What follows belongs to an exercise in optimizing a design on an open flow for small area; a production flow would make more cautious choices.
Function was checked by simulation only, so behaviour that the tests miss may differ from the original.
Power figures rest on the tool's default switching activity, not on a simulated workload.

**config.mk**
```make
export PLATFORM = sky130hd
export DESIGN_NAME = vga_colorbar
export DESIGN_NICKNAME = vga_colorbar
export VERILOG_FILES = /design/flow/design.v
export SDC_FILE = /design/flow/constraint.sdc
export NUM_CORES = 4
export LEC_CHECK = 0
export CAP_MARGIN = 20
export CORE_AREA = 2.3 2.72 59.8 59.84
export CTS_CLUSTER_DIAMETER = 100
export CTS_CLUSTER_SIZE = 30
export DIE_AREA = 0 0 62 62
export SLEW_MARGIN = 20
```
**standard.sh**
```bash
#!/bin/bash
# synth_recipe.tcl (not shown) runs the flow's synth.tcl, then flattens the netlist and writes it again
# the make line also repeats each setting of config.mk as NAME=value (left out here)
make -C /OpenROAD-flow-scripts/flow DESIGN_CONFIG=/design/flow/config.mk WORK_HOME=/design/flow/orfs CLKGATE_MAP_FILE= SYNTH_SCRIPT=/design/flow/synth_recipe.tcl "${@:-finish}"
```
**flow/area.abc**
```
strash
dch -f
&get -n
&nf -R 1000 -a
&put
topo
```
**design.v**
```verilog
`timescale 1ns/1ps
module vga_pic(e, lo, seg, a, b, e_n, lo_n, seg_n, a_n, b_n, hsync, vsync, pix);
  input e;
  wire e;
  input [5:0] lo;
  wire [5:0] lo;
  input [3:0] seg;
  wire [3:0] seg;
  input [7:0] a;
  wire [7:0] a;
  input [1:0] b;
  wire [1:0] b;
  output e_n;
  wire e_n;
  output [5:0] lo_n;
  wire [5:0] lo_n;
  output [3:0] seg_n;
  wire [3:0] seg_n;
  output [7:0] a_n;
  wire [7:0] a_n;
  output [1:0] b_n;
  wire [1:0] b_n;
  output hsync;
  wire hsync;
  output vsync;
  wire vsync;
  output pix;
  wire pix;
  wire _000_;
  wire _001_;
  wire _002_;
  wire _003_;
  wire _004_;
  wire _005_;
  wire _006_;
  wire _007_;
  wire _008_;
  wire _009_;
  wire _010_;
  wire _011_;
  wire _012_;
  wire _013_;
  wire _014_;
  wire _015_;
  wire _016_;
  wire _017_;
  wire _018_;
  wire _019_;
  wire _020_;
  wire _021_;
  wire _022_;
  wire _023_;
  wire _024_;
  wire _025_;
  wire _026_;
  wire _027_;
  wire _028_;
  wire _029_;
  wire _030_;
  wire _031_;
  wire _032_;
  wire _033_;
  wire _034_;
  wire _035_;
  wire _036_;
  wire _037_;
  wire _038_;
  wire _039_;
  wire _040_;
  wire _041_;
  wire _042_;
  wire _043_;
  wire _044_;
  wire _045_;
  wire _046_;
  wire _047_;
  wire _048_;
  wire _049_;
  wire _050_;
  wire _051_;
  wire _052_;
  wire _053_;
  wire _054_;
  wire _055_;
  wire _056_;
  wire _057_;
  wire _058_;
  wire _059_;
  wire _060_;
  wire _061_;
  wire _062_;
  wire _063_;
  wire _064_;
  wire _065_;
  wire _066_;
  wire _067_;
  wire _068_;
  wire _069_;
  wire _070_;
  wire _071_;
  wire _072_;
  wire _073_;
  wire _074_;
  wire _075_;
  wire _076_;
  wire _077_;
  wire _078_;
  wire _079_;
  wire _080_;
  wire _081_;
  wire _082_;
  wire _083_;
  wire _084_;
  wire _085_;
  wire _086_;
  wire _087_;
  wire _088_;
  wire _089_;
  wire _090_;
  wire _091_;
  wire _092_;
  wire _093_;
  wire _094_;
  wire _095_;
  wire _096_;
  wire _097_;
  wire _098_;
  wire _099_;
  wire _100_;
  wire _101_;
  wire _102_;
  wire _103_;
  wire _104_;
  wire _105_;
  wire _106_;
  wire _107_;
  wire _108_;
  wire _109_;
  wire _110_;
  wire _111_;
  wire _112_;
  wire _113_;
  wire _114_;
  wire _115_;
  wire _116_;
  wire _117_;
  wire _118_;
  wire _119_;
  wire _120_;
  wire _121_;
  wire _122_;
  wire _123_;
  wire _124_;
  wire _125_;
  wire _126_;
  wire _127_;
  wire _128_;
  wire _129_;
  wire _130_;
  wire _131_;
  wire _132_;
  wire _133_;
  wire _134_;
  wire _135_;
  wire _136_;
  wire _137_;
  wire _138_;
  wire _139_;
  wire _140_;
  wire _141_;
  wire _142_;
  wire _143_;
  wire _144_;
  wire _145_;
  wire _146_;
  wire _147_;
  wire _148_;
  wire _149_;
  wire _150_;
  wire _151_;
  wire _152_;
  wire _153_;
  wire _154_;
  wire _155_;
  wire _156_;
  wire _157_;
  wire _158_;
  wire _159_;
  wire _160_;
  wire _161_;
  wire _162_;
  wire _163_;
  wire _164_;
  wire _165_;
  wire b2;
  wire right;
  assign e_n = ~e;
  assign _121_ = a[3] & a[4];
  assign _122_ = ~(seg[1] & seg[0]);
  assign _123_ = lo[0] & lo[2];
  assign _124_ = _122_ | ~(_123_);
  assign _125_ = ~(seg[3] & seg[2]);
  assign _126_ = ~(e & lo[5]);
  assign _127_ = _125_ | _126_;
  assign _128_ = ~(_124_ | _127_);
  assign _129_ = ~b[1];
  assign _130_ = _128_ & ~(_129_);
  assign _131_ = a[0] & a[1];
  assign _132_ = ~_131_;
  assign _133_ = _130_ & ~(_132_);
  assign _134_ = ~a[2];
  assign _135_ = _133_ & ~(_134_);
  assign _136_ = ~(_121_ & _135_);
  assign _137_ = a[5] & ~(_136_);
  assign _138_ = ~a[6];
  assign _139_ = _137_ & ~(_138_);
  assign _140_ = a[0] | a[1];
  assign _141_ = b[0] | ~(b[1]);
  assign _142_ = _140_ | _141_;
  assign _143_ = a[4] | ~(a[6]);
  assign _144_ = ~a[7];
  assign _145_ = _143_ | _144_;
  assign _146_ = ~(_142_ | _145_);
  assign _147_ = a[3] | ~(a[5]);
  assign _148_ = _134_ & ~(_147_);
  assign _149_ = ~(_146_ & _148_);
  assign _150_ = ~_128_;
  assign _151_ = ~(_149_ | _150_);
  assign _152_ = ~(_139_ | _151_);
  assign _153_ = _138_ & ~(_137_);
  assign a_n[6] = _152_ & ~(_153_);
  assign a_n[5] = ~(_136_ ^ a[5]);
  assign _154_ = ~(a[2] & a[3]);
  assign _155_ = _133_ & ~(_154_);
  assign _156_ = _155_ ^ a[4];
  assign a_n[4] = _156_ | _151_;
  assign a_n[3] = _135_ ^ a[3];
  assign a_n[2] = _133_ ^ a[2];
  assign _157_ = _149_ & ~(a[0]);
  assign _158_ = _130_ & ~(_157_);
  assign _159_ = _158_ | a[1];
  assign a_n[1] = _159_ & ~(_133_);
  assign a_n[0] = _130_ ? _157_ : a[0];
  assign _160_ = ~(b[0] | b[1]);
  assign b_n[0] = _128_ ? _160_ : b[0];
  assign _161_ = ~seg[2];
  assign _162_ = seg[2] & ~(_128_);
  assign _163_ = lo[1] & lo[2];
  assign _164_ = e & lo[0];
  assign _165_ = _163_ & _164_;
  assign _000_ = ~(lo[3] & lo[4]);
  assign _001_ = _165_ & ~(_000_);
  assign _002_ = ~lo[5];
  assign _003_ = _001_ & ~(_002_);
  assign _004_ = _122_ | ~(_003_);
  assign seg_n[2] = _004_ ? _162_ : _161_;
  assign _005_ = ~seg[0];
  assign _006_ = _003_ & ~(_005_);
  assign _007_ = _006_ ^ seg[1];
  assign seg_n[1] = _007_ | _128_;
  assign _008_ = ~_003_;
  assign _009_ = _006_ | _128_;
  assign seg_n[0] = ~((_008_ & _005_) | _009_);
  assign _010_ = ~lo[3];
  assign _011_ = _165_ & ~(_010_);
  assign _012_ = _011_ ^ lo[4];
  assign lo_n[4] = _012_ | _128_;
  assign _013_ = ~((_165_ | lo[3]) & _150_);
  assign lo_n[3] = ~(_013_ | _011_);
  assign _014_ = ~lo[1];
  assign _015_ = _164_ & ~(_014_);
  assign _016_ = ~((_015_ | lo[2]) & _150_);
  assign lo_n[2] = ~((_008_ & _165_) | _016_);
  assign _017_ = _164_ ^ lo[1];
  assign lo_n[1] = _017_ | _128_;
  assign lo_n[0] = e ^ lo[0];
  assign _018_ = a[2] ^ lo[2];
  assign _019_ = lo[1] & ~(a[1]);
  assign _020_ = _019_ | lo[5];
  assign _021_ = a[1] & ~(lo[1]);
  assign _022_ = _021_ | a[0];
  assign _023_ = lo[0] & ~(_022_);
  assign _024_ = lo[1] & a[1];
  assign _025_ = _024_ | _002_;
  assign _026_ = ~(_019_ | _021_);
  assign _027_ = _026_ ^ _002_;
  assign _028_ = ~lo[0];
  assign _029_ = _027_ | _028_;
  assign _030_ = a[0] & ~(_029_);
  assign _031_ = ~((_020_ | _023_) & (_025_ | _030_));
  assign _032_ = _018_ ^ _031_;
  assign _033_ = lo[2] | ~(lo[3]);
  assign _034_ = _014_ & ~(_033_);
  assign _035_ = _034_ & ~(lo[0]);
  assign _036_ = _129_ & ~(_035_);
  assign _037_ = lo[3] ^ lo[5];
  assign _038_ = ~(_036_ & _037_);
  assign _039_ = ~b[0];
  assign _040_ = _019_ | lo[0];
  assign _041_ = ~(lo[3] | lo[2]);
  assign _042_ = _041_ & ~(lo[1]);
  assign _043_ = _040_ | _042_;
  assign _044_ = ~((_043_ | _022_) & _129_);
  assign _045_ = ~((_038_ | _039_) & (_044_ | _030_));
  assign _046_ = ~((_163_ & _010_) | a[0]);
  assign _047_ = _046_ | _028_;
  assign _048_ = _034_ | ~(_037_);
  assign _049_ = _047_ & ~(_048_);
  assign _050_ = a[0] & ~(_026_);
  assign _051_ = _050_ | ~(_029_);
  assign _052_ = ~((_049_ & _051_) | _141_);
  assign _053_ = ~(lo[3] ^ lo[2]);
  assign _054_ = ~((_053_ | _134_) & _037_);
  assign _055_ = ~((_041_ | a[3]) & _054_);
  assign _056_ = lo[3] & lo[5];
  assign _057_ = seg[0] | a[4];
  assign _058_ = ~((_056_ & _123_) | _057_);
  assign _059_ = ~((_054_ | a[3]) & _058_);
  assign _060_ = _055_ & ~(_059_);
  assign _061_ = ~((_045_ | _052_) & _060_);
  assign _062_ = lo[4] ^ lo[5];
  assign _063_ = _053_ & ~(_037_);
  assign _064_ = _062_ & ~(_063_);
  assign _065_ = a[2] & a[4];
  assign _066_ = ~(_065_ & _131_);
  assign _067_ = ~((_064_ & _141_) | _066_);
  assign _068_ = ~((_067_ | _121_) & seg[0]);
  assign _069_ = lo[4] & lo[5];
  assign _070_ = ~((_056_ & _163_) | _069_);
  assign _071_ = _070_ & ~(seg[1]);
  assign _072_ = ~lo[4];
  assign _073_ = ~((_042_ | _072_) & _002_);
  assign _074_ = ~(_071_ & _073_);
  assign _075_ = _068_ & ~(_074_);
  assign _076_ = ~((_032_ | _061_) & _075_);
  assign _077_ = _163_ | lo[3];
  assign _078_ = _072_ & ~(_123_);
  assign _079_ = _077_ | ~(_078_);
  assign _080_ = ~((lo[1] & lo[0]) | lo[2]);
  assign _081_ = _080_ | _000_;
  assign _082_ = ~((_079_ & _081_) | _005_);
  assign _083_ = _082_ | ~(seg[1]);
  assign _084_ = _064_ | _035_;
  assign _085_ = _131_ & ~(_141_);
  assign _086_ = _160_ & ~(_140_);
  assign _087_ = _085_ | _086_;
  assign _088_ = ~(a[3] | a[4]);
  assign _089_ = ~((_086_ | _134_) & _088_);
  assign _090_ = ~((_084_ & _087_) | _089_);
  assign _091_ = _083_ | _090_;
  assign _092_ = ~((_160_ | _132_) & a[3]);
  assign _093_ = _092_ & _070_;
  assign _094_ = _154_ & ~(a[4]);
  assign _095_ = _094_ ? _073_ : _093_;
  assign _096_ = ~((_036_ | _039_) & _067_);
  assign _097_ = ~((_095_ & _096_) | seg[0]);
  assign _098_ = ~(a[6] | a[5]);
  assign _099_ = seg[2] | ~(a[7]);
  assign _100_ = ~seg[3];
  assign _101_ = _099_ | _100_;
  assign _102_ = _098_ & ~(_101_);
  assign _103_ = ~(_062_ | _037_);
  assign _104_ = _102_ & ~(_103_);
  assign _105_ = ~(_088_ & _134_);
  assign _106_ = _105_ | ~(_086_);
  assign _107_ = ~((_131_ | a[2]) & _121_);
  assign _108_ = ~(_106_ & _107_);
  assign _109_ = _104_ & ~(_108_);
  assign _110_ = ~((_091_ | _097_) & _109_);
  assign pix = _076_ & ~(_110_);
  assign _111_ = a[7] | b[1];
  assign _112_ = a[6] | a[0];
  assign _113_ = _111_ | _112_;
  assign _114_ = ~(a[1] & a[4]);
  assign _115_ = _113_ | _114_;
  assign vsync = _148_ & ~(_115_);
  assign _116_ = _069_ & ~(_005_);
  assign _117_ = seg[2] | ~(seg[1]);
  assign _118_ = _117_ | seg[3];
  assign hsync = ~((_077_ & _116_) | _118_);
  assign a_n[7] = _144_ ? _139_ : _152_;
  assign b_n[1] = _128_ ? b[0] : b[1];
  assign _119_ = _004_ | _161_;
  assign seg_n[3] = ~((_119_ & _100_) | _128_);
  assign _120_ = ~((_001_ | lo[5]) & _150_);
  assign lo_n[5] = _008_ & ~(_120_);
  assign right = lo[5];
  assign b2 = b[1];
endmodule
`timescale 1ns/1ps
module vga_colorbar(
    input  wire        sys_clk,
    input  wire        sys_rst_n,
    output wire        hsync,
    output wire        vsync,
    output wire [15:0] rgb
);
reg        e;
reg [5:0]  lo;
reg [3:0]  seg;
reg [7:0]  a;
reg [1:0]  b;
wire       e_n;
wire [5:0] lo_n;
wire [3:0] seg_n;
wire [7:0] a_n;
wire [1:0] b_n;
wire       pix;
vga_pic logic_inst (
    .e(e), .lo(lo), .seg(seg), .a(a), .b(b),
    .e_n(e_n), .lo_n(lo_n), .seg_n(seg_n), .a_n(a_n), .b_n(b_n),
    .hsync(hsync), .vsync(vsync), .pix(pix)
);
always @(posedge sys_clk or negedge sys_rst_n) begin
    if (!sys_rst_n) begin
        e   <= 1'b1;
        lo  <= 6'd18;
        seg <= 4'd2;
        a   <= 8'd50;
        b   <= 2'd0;
    end else begin
        e   <= e_n;
        lo  <= lo_n;
        seg <= seg_n;
        a   <= a_n;
        b   <= b_n;
    end
end
assign rgb = {16{pix}};
endmodule
```
**flow/my_synth.tcl**
```tcl
# The standard flow's synthesis script (synth_recipe.tcl) with two changes: ABC runs
# flow/area.abc (area-oriented mapping) instead of ORFS's script, and
# extract_fa (half/full-adder extraction) is skipped.
proc abc {args} {
  set i [lsearch -exact $args -script]
  if { $i >= 0 } {
    lset args [expr { $i + 1 }] $::env(MY_FLOW_DIR)/area.abc
  }
  puts "abc (area script): $args"
  yosys abc {*}$args
}
proc extract_fa {args} {
  puts "extract_fa skipped"
}
source $::env(MY_FLOW_DIR)/../synth_recipe.tcl
```
**flow/run.sh**
```bash
#!/bin/bash
# Layout flow: the standard flow (standard.sh), with two changes:
#  - synthesis is the standard flow's own script (synth_recipe.tcl), except that ABC maps
#    the logic with an area-oriented script (area.abc) instead of ORFS's
#    delay-oriented one, and Yosys's half/full-adder extraction is skipped so
#    that ABC sees all the logic; the registers, their names and cell types
#    are those of the standard synthesis;
#  - the port buffers are sky130_fd_sc_hd__buf_1.
# ORFS writes each tool's log under orfs/logs; make's output is in flow_make.log.
set -euo pipefail
W=$(pwd)
export MY_FLOW_DIR="$W/flow"
bash standard.sh "SYNTH_SCRIPT=$W/flow/my_synth.tcl" \
    "BUFFER_PORTS_ARGS=-buffer_cell sky130_fd_sc_hd__buf_1" finish > "$W/flow_make.log" 2>&1
```
**constraint.sdc**
```tcl
create_clock -name core_clock -period 20.0 [get_ports {sys_clk}]
set_input_delay 4.0000 -clock core_clock [delete_from_list [all_inputs] [get_ports {sys_clk}]]
set_output_delay 4.0000 -clock core_clock [all_outputs]
set_load 0.01 [all_outputs]
```
==> results of run 1 <==
-- metal layers --
layer	share of wire	routed length [µm]
met3	0.055	177
met1	0.49	1570
met4	0.011	36
met2	0.44	1410
met5	0	0
-- layout make-up --
class,count,area [µm²]
well taps,46,57.6
repair buffers,20,78.8
multi-input cells,136,752
flip-flops and latches,21,534
fillers,336,1810
clock buffers,4,26.3
inverters,7,26.3
-- layout by cell type (no fill, tap or decap), types with 2 or more instances in the layout --
cell and count:
dfrtp_1 14, a211oi_1 2, xnor2_1 5, nor4_1 4
buf_1 19, a21oi_1 17, dfstp_2 7, nor3_1 6
nand4b_1 2, nand2_1 23, nand3_1 2, and3_1 3
nor2_1 26, or4_1 2, nand4_1 2, clkinv_1 7
a31oi_1 5, o21ai_0 15, xor2_1 7, clkbuf_4 3
o2111ai_1 2
-- cells in the mapped netlist (all sizes together) (3+ instances only) --
library cell	count	area [µm²]
xnor2	5	43.8
nor4	4	25.0
a21oi	17	85.1
dfrtp	14	350
nand2	23	86.3
buf	16	120
a31oi	5	31.3
o21ai	15	75.1
and3	3	18.8
xor2	7	61.3
clkinv	7	26.3
nor2	26	97.6
nor3	6	30.0
dfstp	7	184
-- registers in the layout, indices dropped and copies added, names as in the netlist --
signal / count
b: 2
seg: 4
lo: 6
e: 1
a: 8
-- through the flow --
stage	power (mW)	cells
2_1_floorplan	0.0433	180
3_3_place_gp	0.0443	230
3_5_place_dp	0.0443	230
4_1_cts	0.0645	234
5_1_grt	0.0659	234
6_report	0.0634	234
-- path summary, 6_finish.rpt --
check / end / slack, ns
max: rgb[12] / 13.26
min: e / 0.48
max reg2reg: a[7] / 17.16
min reg2reg: e / 0.48
max in group asynchronous: lo[1] / 16.08
min in group asynchronous: a[7] / 3.64
-- cells by family (layout without fill, tap and decap cells) --
family | Yosys count | in the layout | synth area share
DFF | 21 | 21 | 0.373
AOI/OAI and AO/OA | 50 | 50 | 0.213
xor gates and xnor gates | 12 | 12 | 0.0734
and+or+nand+nor | 73 | 73 | 0.231
buffers and inverters | 23 | 31 | 0.102
muxes | 1 | 1 | 0.00699
-- power breakdown --
part	switching (mW)	internal, mW	leakage (nW)	total, mW
registers	0	0.0425	0.263	0.0425
logic	0.000806	0.000175	0.273	0.000982
clock network	0.0121	0.00775	0.0150	0.0199
total	0.0129	0.0505	0.551	0.0634
-- critical path: cells and delay by family, from the launching register on --
kind	cells	cell delay, ns
AOI/OAI and AO/OA	4	0.74
DFF	1	0.67
and+or+nand+nor	2	0.54
xor gates and xnor gates	2	0.30
buffers and inverters	1	0.20
==> summary.md, run 1 <==
| Metric | Value |
|---|---|
| Die width | ~62 µm |
| Global-route wire length before repair | 5.20 mm |
| Post-DR wirelength/cell | 13.7 µm |
| Vias in the first global route | 1114 |
| Main synth FF type | dfrtp_1 |
| WL final | 3.20 mm |
| Met2 Usage GRT | 0.263 |
| Cell Chain, Critical Path | xnor2_1, o21ai_0, a21oi_1, nand2_1, a31oi_1, xnor2_1, o221ai_1, and3_1, buf_1 |
| Worst hold start | e |
| Clock Path Buffers | 2 |
| PwrDens | ~43 nW/µm² |
| Worst setup path startpoint | a[1] |
| Leak | 0.551 nW |
| Num CTS Buffers | 3 |
| Run status | no timing/DRC/antenna violations |
| Crit Path Category | reg2out |
| DRT antenna net count | 0 |
| Final hold vios | 0 |
| Setup Buffers After CTS | 0 |
| Origin of the critical flop-to-flop path | lo[0] |
| Hold path depth | 1 |
| Placed Area | between 1000 and 1500 µm² |
| Fmax achieved | 0.148 GHz |
| Post-Synthesis Cells | 180 |
| Synth Net Count | between 150 and 200 |
| Residual DRC count | 0 |
| Initial core utilization | 0.436 |
| Max_cap viols | 0 |
| VDD IR-drop max | 0.0263 mV |
| Final instance area | 1480 µm² |
| Post-cts resize count | 0 |
| Cell variety after synth | 33 |
| Clock Sinks | 21 |
| Setup TNS | 0 ns |
| Sequential share of the synthesized area | 0.373 |
| Antenna diodes | 0 |
| Minimum clock period | 6.74 ns |
| Root buffer cell | clkbuf_4 |
| Final setup fails | 0 |
| Initial DRT Pass Iterations | 5 |
| GRT Max-Usage Layer | met1 |
| Seq cells post-synth | 21 |
| Share of layout cells above drive strength 1 | 0.0585 |
| Setup crit start kind | flip-flop |
| GRT Total Usage | 0.182 |
| Worst endpoint required time | around 16 ns |
| Ports | 20 |
| Cell depth of the worst flop-to-flop path | 8 |
| Critical Path Slowest Stage Cell | dfstp_2 |
| Routability cong. | roughly 0.85 |
| Core Util, Final | 0.449 |
| RSZ-0062 raised after global routing | false |
| Post-Syn Area | 1430 µm² |
| Routed vias | about 1300 |
| Asr flop ratio synth | 1.00 |
| Final Worst Setup Slack | 13.26 ns |
| Hold_ws | between 0.4 and 0.5 ns |
| Top cell by count, worst path | xnor2_1 |
| Detail Placement HPWL | 2.34 mm |
| Latest clock arrival within the worst-skew pair | 0.29 ns |
| Place WS | 13.61 ns |
| Pin slew with the least headroom to its limit | roughly 0.90 ns |
| Die Ht | 62 µm |
| CTS Hold Bufs | 0 |
| Port Buffer Count | 19 |
| Nets | 191 |
| Ys Warns | 1 |
| Largest net degree at the start of global routing | 22 |
| Rel. slew slack | 0.397 |
| Fraction of met1 tracks used by global routing | 0.270 |
| GR Util met3 | 0.0373 |
| Max Fanout on Critical Path | 16 |
| Critical path capture point type | output pin |
| Clock tree from TritonCTS | done |
| Fin crit share | 0.337 |
| Layout area overhead | 2.97% |
| Area of the core | 3280 µm² |
| Vias per Instance | 5.63 |
| Pins Over Slew Limit | 0 |
| Worst Hold Class | reg2reg |
| Setup Skew | 0.00431 ns |
| Grt total ovfl | 0 |
| Placement Rows | 21 |
| Antenna violations before repair | 0 |
| H-tree Lvls | 1 |
| CP max stage delay | about 0.67 ns |
| Die Area | 3840 µm² |
| Initial DRC count | 48 |
| Mapped Avg Cell Area | roughly 8.0 µm² |
| Clock slew at reported path FFs | 0.11 ns |
| Post-synth EDFFs | 0 |
| Arr. time, crit path | 2.74 ns |
==> run 2, diff against run 1 <==
--- a/config.mk
+++ b/config.mk
@@ -7,7 +7,8 @@
 export LEC_CHECK = 0
 export CAP_MARGIN = 20
 export CORE_AREA = 2.3 2.72 59.8 59.84
-export CTS_CLUSTER_DIAMETER = 100
+export CTS_BUF_LIST = sky130_fd_sc_hd__clkbuf_8
+export CTS_CLUSTER_DIAMETER = 500
 export CTS_CLUSTER_SIZE = 30
 export DIE_AREA = 0 0 62 62
 export SLEW_MARGIN = 20
==> run 2 against run 1 <==
  * Non-clock buffer count unchanged
  * Highest routed layer unchanged
  * Cell area grew 1.3%
  * Utilization is 0.57 points higher
  * Count of clock-buffer cells in the layout down 1
  * Critical path depth down 1
  * Global-route usage is 0.17 points higher
  * Register-to-register slack improved by 0.02 ns
  * Worst setup slack worse by 0.00080 ns
==> summary.md, run 2 <==
| Metric | Value |
|---|---|
| Run status | no timing/DRC/antenna violations |
| Commonest non-fill, non-tap cell in the layout | nor2_1 |
| Synth Net Count | 182 (unchanged) |
| Initial DRC count | 49 (+2.1%) |
| Clock Power Share | 0.377 (+0.063) |
| Simple-gate share of the synthesized area | 0.231 (unchanged) |
| Area of the core | 3280 µm² (unchanged) |
| GRT Total Usage | 0.184 (+0.00172) |
| Mapped Avg Cell Area | 7.96 µm² (unchanged) |
| Initial core utilization | 0.436 (unchanged) |
| Switching share of power | 0.193 (-0.0111) |
| Logic pwr share | 0.014 (about the same) |
| Arr. time, crit path | 2.74 ns (about the same) |
| Routed vias | 1310 (-0.53%) |
| CTS Hold Bufs | 0 (unchanged) |
| Fmax achieved | 0.148 GHz (about the same) |
| WL final | 3.17 mm (-0.72%) |
| Hold path depth | 1 (unchanged) |
| Layout area overhead | 4.28% |
| Clock slew at reported path FFs | 0.07 ns (-0.04 ns) |
| Port Buffer Count | 19 (unchanged) |
| DRT antenna net count | 0 (unchanged) |
| VDD IR-drop max | 0.0290 mV (+10%) |
| Setup crit start kind | flip-flop |
| Main synth FF type | dfrtp_1 |
| Cell Chain, Critical Path | xor2_1, o21ai_0, clkinv_1, a21oi_1, a221oi_1, o2111ai_1, and3_1, buf_1 |
| Most common cell in the netlist | nor2_1 |
| Seq cells post-synth | 21 (unchanged) |
| Post-Synthesis Cells | 180 (unchanged) |
| Routability cong. | 0.853 (unchanged) |
| Residual DRC count | 0 (unchanged) |
| Grt total ovfl | 0 (unchanged) |
| Sequential share of the synthesized area | 0.373 (unchanged) |
| Biggest register | a |
| Setup TNS | 0 ns (unchanged) |
| Top flop regs | a x8, lo x6, seg x4 |
| Post-DR wirelength/cell | 13.6 µm (-0.72%) |
| Ports | 20 (unchanged) |
| Max_cap viols | 0 (unchanged) |
| Critical Path Slowest Stage Cell | dfrtp_1 |
| Minimum clock period | 6.74 ns (+0.000800 ns) |
| Vias per Instance | 5.60 (-0.53%) |
| Setup slack, reg-to-reg | 17.18 ns (+0.02 ns) |
| Leak | 0.563 nW (+2.2%) |
| Reg2reg end | a[7] |
| Worst endpoint required time | 16.00 ns (about the same) |
| Final hold vios | 0 (unchanged) |
| Compound-gate portion of the synthesized area | 0.213 (unchanged) |
| Hold worst-path end | e |
| Setup Buffers After CTS | 0 (unchanged) |
| Internal Power | 0.0563 mW (+12%) |
| Final setup fails | 0 (unchanged) |
| Cell variety after synth | 33 (unchanged) |
| Psw | 0.0135 mW (+4.1%) |
| Post-Synth Adder-Cell Area | 0 (unchanged) |
| RSZ-0062 raised after global routing | false |
| Die Ht | 62 µm (unchanged) |
| Ranking of synthesized cells by area | dfrtp_1 24%, dfstp_2 13%, buf_4 8.4%, nor2_1 6.8%, nand2_1 6.0% |
| Share of layout cells above drive strength 1 | 0.0585 (unchanged) |
| Top-area cell type share of the netlist area | 0.245 (unchanged) |
| Pins Over Slew Limit | 0 (unchanged) |
| Cell depth of the worst flop-to-flop path | 8 (unchanged) |
| Clock tree from TritonCTS | done |
| Nets | 191 (unchanged) |
| Multiplexer share of the synthesized area | 0.00699 (unchanged) |
| Post-synth top cells | 26 x nor2_1, 23 x nand2_1, 17 x a21oi_1, 16 x buf_4, 15 x o21ai_0 |
| Area leader, netlist | dfrtp_1 |
| FILL cells | 334 (-0.60%) |
| Initial DRT Pass Iterations | 5 (unchanged) |
| Most frequent cells in the layout | 26 x nor2_1, 23 x nand2_1, 19 x buf_1 |
| Largest family of logic cells by synthesized area | simple AND/OR/NAND/NOR gates |
| CP max stage delay | 0.52 ns (-0.15 ns) |
| Pin slew with the least headroom to its limit | 0.895 ns (-0.00152 ns) |
| Worst Hold Class | reg2reg |
| Root buffer cell | clkbuf_8 |
| Post-Synth XOR/XNOR Area | 0.0734 (unchanged) |
| Clock Path Buffers | 2 (unchanged) |
| Flop pwr share | 0.609 (-0.062) |
| Worst hold start | e |
| Rel. slew slack | 0.398 (+0.00103) |
| Detail Placement HPWL | 2.34 mm (unchanged) |
| Vias in the first global route | 1134 (+1.8%) |
| Crit Path Category | reg2out |
| Max FFs per register | 8 (unchanged) |
| Antenna diodes | 0 (unchanged) |
| Die width | 62 µm (unchanged) |
| Max Fanout on Critical Path | 16 (unchanged) |
| Num CTS Buffers | 3 (unchanged) |
| Placement Rows | 21 (unchanged) |
| Latest clock arrival within the worst-skew pair | 0.25 ns (-0.04 ns) |
| Largest net degree at the start of global routing | 22 (unchanged) |
| Core Util, Final | 0.455 (+0.00571) |
| Global-route wire length before repair | 5.26 mm (+1.2%) |
| Asr flop ratio synth | 1.00 (unchanged) |
| Origin of the critical flop-to-flop path | lo[0] |
| Die Area | 3840 µm² (unchanged) |
| Post-cts resize count | 0 (unchanged) |
| Ys Warns | 1 (unchanged) |
| Post-synth EDFFs | 0 (unchanged) |
| Post-Syn Area | 1430 µm² (unchanged) |
| Clock Sinks | 21 (unchanged) |
| Fin crit share | 0.337 (about the same) |
| Setup Skew | 0.00309 ns (-0.00122 ns) |
| H-tree Lvls | 1 (unchanged) |
| Antenna violations before repair | 0 (unchanged) |
| Critical path capture point type | output pin |
| PwrDens | 46.7 nW/µm² (+8.7%) |
-- run 2: cell families after synthesis --
kind of cell | after synthesis
AO/OA/AOI/OAI | 50
AND/OR/NAND/NOR | 73
multiplexers | 1
XOR/XNOR | 12
flip-flops | 21
buffers and inverters | 23
-- run 2: cell type report --
| type | instances | area [µm²] | share of cell area |
|---|---|---|---|
| flip-flops and latches | 21 | 534 | 0.358 |
| multi-input cells | 136 | 752 | 0.503 |
| repair buffers | 20 | 78.8 | 0.0528 |
| clock buffers | 3 | 41.3 | 0.0276 |
| inverters | 7 | 26.3 | 0.0176 |
| clock inverters | 1 | 3.75 | 0.00251 |
| well taps | 46 | 57.6 | 0.0385 |
-- run 2: power groups by stage --
stage / combinational [mW] / sequential [mW] / clock [mW]
2_1_floorplan: 0.000000333 / 0.0433 / 0
3_3_place_gp: 0.00101 / 0.0433 / 0
3_5_place_dp: 0.00104 / 0.0433 / 0
4_1_cts: 0.00104 / 0.0425 / 0.0276
5_1_grt: 0.00118 / 0.0425 / 0.0288
6_report: 0.000975 / 0.0425 / 0.0263
-- run 2: metrics by stage --
stage	total power, mW	hold slack [ns]	std cells	setup slack [ns]	instance area (µm²)
global placement	0.0443	0.454	230	13.63	1450
floorplan	0.0433	0.441	180	13.82	1430
finish	0.0698	0.473	234	13.26	1490
global route	0.0724	0.498	234	12.93	1490
detailed placement	0.0443	0.456	230	13.61	1450
CTS	0.0711	0.474	234	13.32	1490
-- run 2: layer usage --
layer,vias to the layer above,global-route usage,wire [µm]
met2,38,0.269,1440
li1,651,-,-
met3,4,0.0373,138
met4,0,0.0578,34
met1,617,0.270,1560
met5,-,0,0
-- run 2: worst max path at each step --
stage	start	end	slack, ns
6_report	lo[5]	rgb[12]	13.26
5_1_grt	a[1]	rgb[9]	12.93
4_1_cts	a[1]	rgb[12]	13.32
3_5_place_dp	lo[5]	rgb[12]	13.61
3_3_place_gp	lo[5]	rgb[11]	13.63
2_1_floorplan	a[1]	rgb[0]	13.82
-- run 2: worst max-delay path: cells and delay by family, from the launching register on --
kind	cells	cell delay (ns)
compound gates	4	0.92
flops	1	0.52
simple gates	1	0.47
buf+inv	2	0.32
xor+xnor	1	0.27
==> run 3, diff against run 2 <==
--- a/config.mk
+++ b/config.mk
@@ -7,7 +7,7 @@
 export LEC_CHECK = 0
 export CAP_MARGIN = 20
 export CORE_AREA = 2.3 2.72 59.8 59.84
-export CTS_BUF_LIST = sky130_fd_sc_hd__clkbuf_8
+export CTS_BUF_LIST = sky130_fd_sc_hd__clkbuf_16
 export CTS_CLUSTER_DIAMETER = 500
 export CTS_CLUSTER_SIZE = 30
 export DIE_AREA = 0 0 62 62
==> run 3 against run 2 <==
  * Sequential power barely moved
  * Critical path depth is 1 higher
  * Global-route usage about the same
  * First-iteration DRC count grew 10%
  * Die area is the same
  * Sequential cell count stayed put
  * Synthesized cell count did not move
  * Non-clock buffer count unchanged
  * Wire length increased by 1.0%
  * Sequential share of layout area shrank 0.79 points
  * Largest power group unchanged
==> summary.md, run 3 <==
| Metric | Value |
|---|---|
| Mapped Avg Cell Area | 7.96 µm² (unchanged) |
| Pins Over Slew Limit | 0 (unchanged) |
| Detail Placement HPWL | 2.34 mm (unchanged) |
| Grt total ovfl | 0 (unchanged) |
| VDD IR-drop max | 0.0355 mV (+23%) |
| Nets | 191 (unchanged) |
| Antenna violations before repair | 0 (unchanged) |
| Commonest non-fill, non-tap cell in the layout | nor2_1 |
| FILL cells | 327 (-2.1%) |
| Run status | no timing/DRC/antenna violations |
| Area leader, netlist | dfrtp_1 |
| Max_cap viols | 0 (unchanged) |
| Post-DR wirelength/cell | 13.7 µm (+1.0%) |
| Post-Syn Area | 1430 µm² (unchanged) |
| Rel. slew slack | 0.380 (-0.0178) |
| GRT Total Usage | 0.183 (-0.000429) |
| Latest clock arrival within the worst-skew pair | 0.25 ns (about the same) |
| Max Fanout on Critical Path | 16 (unchanged) |
| Synth Net Count | 182 (unchanged) |
| Num CTS Buffers | 3 (unchanged) |
| Port Buffer Count | 19 (unchanged) |
| Post-Synthesis Cells | 180 (unchanged) |
| Layout area overhead | 6.64% |
| WL final | 3.21 mm (+1.0%) |
| Post-Synth Adder-Cell Area | 0 (unchanged) |
| Vias per Instance | 5.66 (+1.1%) |
| Top-area cell type share of the netlist area | 0.245 (unchanged) |
| Area of the core | 3280 µm² (unchanged) |
| Simple-gate share of the synthesized area | 0.231 (unchanged) |
| Final hold vios | 0 (unchanged) |
| Register area | 534 µm² (unchanged) |
| Vias in the first global route | 1131 (-0.26%) |
| Setup Buffers After CTS | 0 (unchanged) |
| Post-synth EDFFs | 0 (unchanged) |
| CTS Hold Bufs | 0 (unchanged) |
| Biggest register | a |
| Clock tree from TritonCTS | done |
| Sequential share of the synthesized area | 0.373 (unchanged) |
| Largest family of logic cells by synthesized area | simple AND/OR/NAND/NOR gates |
| Placement Rows | 21 (unchanged) |
| Cell variety after synth | 33 (unchanged) |
| Most frequent cells in the layout | 26 x nor2_1, 23 x nand2_1, 19 x buf_1 |
| Share of layout cells above drive strength 1 | 0.0585 (unchanged) |
| Worst endpoint required time | 16.00 ns (about the same) |
| Antenna diodes | 0 (unchanged) |
| Routability cong. | 0.853 (unchanged) |
| Most common cell in the netlist | nor2_1 |
| H-tree Lvls | 1 (unchanged) |
| Fin crit share | 0.335 (-0.00209) |
| Post-Synth XOR/XNOR Area | 0.0734 (unchanged) |
| Clock slew at reported path FFs | 0.06 ns (about the same) |
| Multi-input gate area | 752 µm² (unchanged) |
| Fmax achieved | 0.149 GHz (+0.62%) |
| Ports | 20 (unchanged) |
| Clock Path Buffers | 2 (unchanged) |
| Ranking of synthesized cells by area | dfrtp_1 24%, dfstp_2 13%, buf_4 8.4%, nor2_1 6.8%, nand2_1 6.0% |
| Core Util, Final | 0.465 (+0.0103) |
| Die Area | 3840 µm² (unchanged) |
| Max FFs per register | 8 (unchanged) |
| Global-route wire length before repair | 5.25 mm (-0.27%) |
| Root buffer cell | clkbuf_16 |
| Multiplexer share of the synthesized area | 0.00699 (unchanged) |
| PwrDens | 55.1 nW/µm² (+18%) |
| Die width | 62 µm (unchanged) |
| Residual DRC count | 0 (unchanged) |
| Initial core utilization | 0.436 (unchanged) |
| Post-cts resize count | 0 (unchanged) |
| Clock Sinks | 21 (unchanged) |
| Leak | 0.578 nW (+2.7%) |
| Top flop regs | a x8, lo x6, seg x4 |
| Pin slew with the least headroom to its limit | 0.922 ns (+0.0265 ns) |
| Minimum clock period | 6.69 ns (-0.0418 ns) |
| Final setup fails | 0 (unchanged) |
| Setup Skew | 0.00442 ns (+0.00133 ns) |
| Die Ht | 62 µm (unchanged) |
| Main synth FF type | dfrtp_1 |
| RSZ-0062 raised after global routing | false |
| Seq cells post-synth | 21 (unchanged) |
| Routed vias | 1324 (+1.1%) |
| Arr. time, crit path | 2.69 ns (-0.05 ns) |
| Critical path capture point type | output pin |
| Compound-gate portion of the synthesized area | 0.213 (unchanged) |
| Ys Warns | 1 (unchanged) |
| DRT antenna net count | 0 (unchanged) |
| Largest net degree at the start of global routing | 22 (unchanged) |
| Setup crit start kind | flip-flop |
| Asr flop ratio synth | 1.00 (unchanged) |
| Post-synth top cells | 26 x nor2_1, 23 x nand2_1, 17 x a21oi_1, 16 x buf_4, 15 x o21ai_0 |
| Worst Hold Class | reg2reg |
| Setup TNS | 0 ns (unchanged) |
| Initial DRT Pass Iterations | 4 (-1) |
| Initial DRC count | 54 (+10%) |
| Crit Path Category | reg2out |
-- run 3: cell types whose count changed in the layout (fill, tap and decap cells not counted) --
| cell | previous run | this run |
|---|---|---|
| clkbuf_8 | 3 | 0 |
| clkbuf_16 | 0 | 3 |
-- run 3: stage by stage --
step                power, mW  setup WS (ns)  cell area (µm²)  std cells  hold WS, ns
floorplan              0.0433          13.82             1430        180        0.441
global placement       0.0443          13.63             1450        230        0.454
detailed placement     0.0443          13.61             1450        230        0.456
CTS                    0.0856          13.34             1530        234        0.470
global route           0.0866          12.95             1530        234        0.492
finish                 0.0842          13.31             1530        234        0.470
-- run 3: critical path, cell delays in order (launching register included) --
cell and delay, ns:
dfstp_2 0.65, xnor2_1 0.14, o21ai_0 0.20, a21oi_1 0.09, o2111a_1 0.27, o21ai_0 0.15, o2111ai_1 0.11, o221ai_1 0.19
and3_1 0.44, buf_1 0.20
-- run 3: routing by layer --
metal | vias to the layer above | part of all wire | global-route usage
li1 | 658 | - | -
met1 | 612 | 0.49 | 0.273
met2 | 50 | 0.45 | 0.268
met3 | 4 | 0.054 | 0.0269
met4 | 0 | 0.011 | 0.0669
met5 | - | 0 | 0
-- run 3: final timing paths --
check,startpoint,end,slack (ns),cells after the start
setup / recovery,a[1],rgb[12],13.31,9
hold reg to reg,e,e,0.47,1
max in group asynchronous,sys_rst_n,lo[1],16.02,2
setup reg to reg,seg[1],a[7],17.18,8
min in group asynchronous,sys_rst_n,a[7],3.70,2
hold / removal,e,e,0.47,1
-- run 3: layout make-up --
cell class                 count  area share
sequential                    21       0.350
clock inverter                 1     0.00246
timing repair buffer          20      0.0516
clock buffer                   3      0.0491
inverter                       7      0.0172
multi-input combinational    136       0.492
tap                           46      0.0377
-- run 3: report_power, final --
part	internal, mW	switching, mW
Sequential	0.0426	0
Combinational	0.000175	0.000808
Clock	0.0266	0.0141
-- run 3: cell families (layout without fill, tap and decap cells) --
logic type	count (synthesis)	in the layout
XOR/XNOR	12	12
AND/OR/NAND/NOR	73	73
multiplexers	1	1
flip-flops	21	21
buffers and inverters	23	31
AO/OA/AOI/OAI	50	50
==> run 4, diff against run 3 <==
--- a/config.mk
+++ b/config.mk
@@ -7,8 +7,5 @@
 export LEC_CHECK = 0
 export CAP_MARGIN = 20
 export CORE_AREA = 2.3 2.72 59.8 59.84
-export CTS_BUF_LIST = sky130_fd_sc_hd__clkbuf_16
-export CTS_CLUSTER_DIAMETER = 500
-export CTS_CLUSTER_SIZE = 30
 export DIE_AREA = 0 0 62 62
 export SLEW_MARGIN = 20
==> run 4 against run 3 <==
  * Still clean on timing, DRC and antenna
  * Global-route usage decreased by 0.13 points
  * Worst setup slack got worse by 0.041 ns
  * Non-clock buffer count unchanged
  * Critical path type unchanged
  * Critical endpoint unchanged
  * Highest routed layer unchanged
==> summary.md, run 4 <==
| Metric | Value |
|---|---|
| Post-Syn Area | 1430 µm² (unchanged) |
| Vias per Instance | 5.63 (-0.53%) |
| CP top delay family | compound AO/OA/AOI/OAI gates |
| Max FFs per register | 8 (unchanged) |
| Asr flop ratio synth | 1.00 (unchanged) |
| Die Area | 3840 µm² (unchanged) |
| Area of the core | 3280 µm² (unchanged) |
| Main synth FF type | dfrtp_1 |
| Most common cell in the netlist | nor2_1 |
| Flop pwr share | 0.671 (+0.165) |
| Rel. slew slack | 0.397 (+0.0168) |
| Latest clock arrival within the worst-skew pair | 0.29 ns (+0.04 ns) |
| Fin crit share | 0.337 (+0.00205) |
| Setup slack, reg-to-reg | 17.16 ns (-0.02 ns) |
| Clock Path Buffers | 2 (unchanged) |
| Crit Path Category | reg2out |
| Antenna diodes | 0 (unchanged) |
| Setup crit start kind | flip-flop |
| Cell variety after synth | 33 (unchanged) |
| Worst setup path startpoint | a[1] |
| Seq cells post-synth | 21 (unchanged) |
| Top cell by count, worst path | xnor2_1 |
| Clock tree from TritonCTS | done |
| Fraction of met1 tracks used by global routing | 0.270 (-0.00257) |
| Top-area cell type share of the netlist area | 0.245 (unchanged) |
| Minimum clock period | 6.74 ns (+0.0410 ns) |
| Mapped Avg Cell Area | 7.96 µm² (unchanged) |
| Post-DR wirelength/cell | 13.7 µm (-0.31%) |
| Vias in the first global route | 1114 (-1.5%) |
| H-tree Lvls | 1 (unchanged) |
| Total Power | 0.0634 mW (-25%) |
| Psw | 0.0129 mW (-13%) |
| Switching share of power | 0.204 (+0.0275) |
| Grt total ovfl | 0 (unchanged) |
| Levels on crit path | 9 (unchanged) |
| Internal Power | 0.0505 mW (-27%) |
| Setup Buffers After CTS | 0 (unchanged) |
| GRT Total Usage | 0.182 (-0.00129) |
| Hold_ws | 0.483 ns (+0.0133 ns) |
| Most frequent cells in the layout | 26 x nor2_1, 23 x nand2_1, 19 x buf_1 |
| Nets | 191 (unchanged) |
| Logic pwr share | 0.015 (+0.003) |
| Worst Hold Class | reg2reg |
| VDD IR-drop max | 0.0263 mV (-26%) |
| Post-cts resize count | 0 (unchanged) |
| CTS Hold Bufs | 0 (unchanged) |
| Commonest non-fill, non-tap cell in the layout | nor2_1 |
| Root buffer cell | clkbuf_4 |
| PwrDens | 43.0 nW/µm² (-22%) |
| Cell Chain, Critical Path | xnor2_1, o21ai_0, a21oi_1, nand2_1, a31oi_1, xnor2_1, o221ai_1, and3_1, buf_1 |
| Clock Sinks | 21 (unchanged) |
| Run status | no timing/DRC/antenna violations |
| Cell depth of the worst flop-to-flop path | 8 (unchanged) |
| Core Util, Final | 0.449 (-0.0160) |
| Top flop regs | a x8, lo x6, seg x4 |
| Ys Warns | 1 (unchanged) |
| Detail Placement HPWL | 2.34 mm (unchanged) |
| Share of layout cells above drive strength 1 | 0.0585 (unchanged) |
| Ports | 20 (unchanged) |
| Fmax achieved | 0.148 GHz (-0.61%) |
| Dpl cells | 230 (unchanged) |
| Leak | 0.551 nW (-4.7%) |
| Critical Path Slowest Stage Cell | dfstp_2 |
| Pins Over Slew Limit | 0 (unchanged) |
| FILL cells | 336 (+2.8%) |
| Routability cong. | 0.853 (unchanged) |
| Final Worst Setup Slack | 13.26 ns (-0.0410 ns) |
| Placement Rows | 21 (unchanged) |
| Final non-filler cell total | 234 (unchanged) |
| Post-Synthesis Cells | 180 (unchanged) |
| GR Util met3 | 0.0373 (+0.0104) |
| Register area | 534 µm² (unchanged) |
| Multi-input gate area | 752 µm² (unchanged) |
| Num CTS Buffers | 3 (unchanged) |
| Die width | 62 µm (unchanged) |
| Final instance area | 1480 µm² (-3.4%) |
| Pin slew with the least headroom to its limit | 0.897 ns (-0.0250 ns) |
| Layout area overhead | 2.97% |
| Setup TNS | 0 ns (unchanged) |
| Post-synth top cells | 26 x nor2_1, 23 x nand2_1, 17 x a21oi_1, 16 x buf_4, 15 x o21ai_0 |
| Post-synth EDFFs | 0 (unchanged) |
| Sequential share of the synthesized area | 0.373 (unchanged) |
| CP max stage delay | 0.67 ns (+0.02 ns) |
| Worst hold start | e |
| Routed vias | 1317 (-0.53%) |
| Arr. time, crit path | 2.74 ns (+0.05 ns) |
| Residual DRC count | 0 (unchanged) |
| RSZ-0062 raised after global routing | false |
| Largest net degree at the start of global routing | 22 (unchanged) |
| Worst endpoint required time | 16.00 ns (about the same) |
| DRT antenna net count | 0 (unchanged) |
| Port Buffer Count | 19 (unchanged) |
| Reg2reg end | a[7] |
| Placed Area | 1450 µm² (unchanged) |
| Final hold vios | 0 (unchanged) |
| Final setup fails | 0 (unchanged) |
| GRT Max-Usage Layer | met1 |
| Synth Net Count | 182 (unchanged) |
| Die Ht | 62 µm (unchanged) |
| Biggest register | a |
| Clock Power Share | 0.314 (-0.169) |
| Worst Setup EP | rgb[12] |
| Max_cap viols | 0 (unchanged) |
| Met2 Usage GRT | 0.263 (-0.00446) |
| Clock slew at reported path FFs | 0.11 ns (+0.05 ns) |
| Origin of the critical flop-to-flop path | lo[0] |
| Antenna violations before repair | 0 (unchanged) |
| Max Fanout on Critical Path | 16 (unchanged) |
| Critical path capture point type | output pin |
| Place WS | 13.61 ns (unchanged) |
| Setup Skew | 0.00431 ns (-0.000107 ns) |
| Area leader, netlist | dfrtp_1 |
| Initial DRC count | 48 (-11%) |
| Initial DRT Pass Iterations | 5 (+1) |
| CP bufs+invs | 1 (unchanged) |
| WL final | 3.20 mm (-0.31%) |
| Initial core utilization | 0.436 (unchanged) |
| Global-route wire length before repair | 5.20 mm (-0.91%) |
| Ranking of synthesized cells by area | dfrtp_1 24%, dfstp_2 13%, buf_4 8.4%, nor2_1 6.8%, nand2_1 6.0% |
## run 4: cell types whose count changed in the layout (fill, tap and decap cells not counted)
cell	change
clkbuf_4	+3
clkbuf_16	-3
inv_1	-1
clkbuf_1	+1
## run 4: how the worst min path moves through the flow
stage,endpoint,cells after the start
after global placement,e,1
after detailed placement,e,1
final,e,1
after global routing,e,1
after CTS,e,1
after floorplan,e,1
## run 4: area by class of cell
class                      instances  share of cell area
multi-input combinational        136               0.510
sequential                        21               0.362
timing repair buffer              20              0.0534
tap                               46              0.0390
clock buffer                       4              0.0178
inverter                           7              0.0178
## run 4: cells by family after synthesis
logic type	count (synthesis)	share of synthesized area
buffers and inverters	23	0.102
AND/OR/NAND/NOR	73	0.231
XOR/XNOR	12	0.0734
AO/OA/AOI/OAI	50	0.213
multiplexers	1	0.00699
flip-flops	21	0.373
## run 4: power groups by stage
stage               sequential (mW)  clock, mW  combinational (mW)
floorplan                    0.0433          0         0.000000333
global placement             0.0433          0             0.00101
detailed placement           0.0433          0             0.00104
CTS                          0.0425     0.0209             0.00104
global route                 0.0425     0.0222             0.00118
finish                       0.0425     0.0199            0.000982
## run 4: layer usage
layer	vias to the layer above	share of wire
met3	4	0.055
met4	0	0.011
li1	653	-
met2	45	0.44
met1	615	0.49
met5	-	0

## separate check: timing with driven ports
The flow's constraints put no driver on any port. The routed layouts listed below were extracted and timed again, unchanged, in two steps. Step 1: set_driving_cell puts a clkbuf_16 on sys_clk and a buf_2 on each other input, an assumption about the parent block. Step 2 adds t to the input delays and takes it off the output delays; t is the mean of the earliest and latest rising clock arrival at the registers after step 1. Input paths then give back, and output paths get back, about the clock's delay inside the block. a / b / c = no drivers / after step 1 / after step 2; a / b = the first two.
run	t, ns	setup slack, ns	cell pins on the clock port's net
run 1	0.315	13.265 / 13.241 / 13.556	1
run 2	0.276	13.264 / 13.239 / 13.514	1
run 3	0.274	13.306 / 13.279 / 13.553	1
run 4	0.315	13.265 / 13.241 / 13.556	1
After both steps every run listed still meets setup and hold.
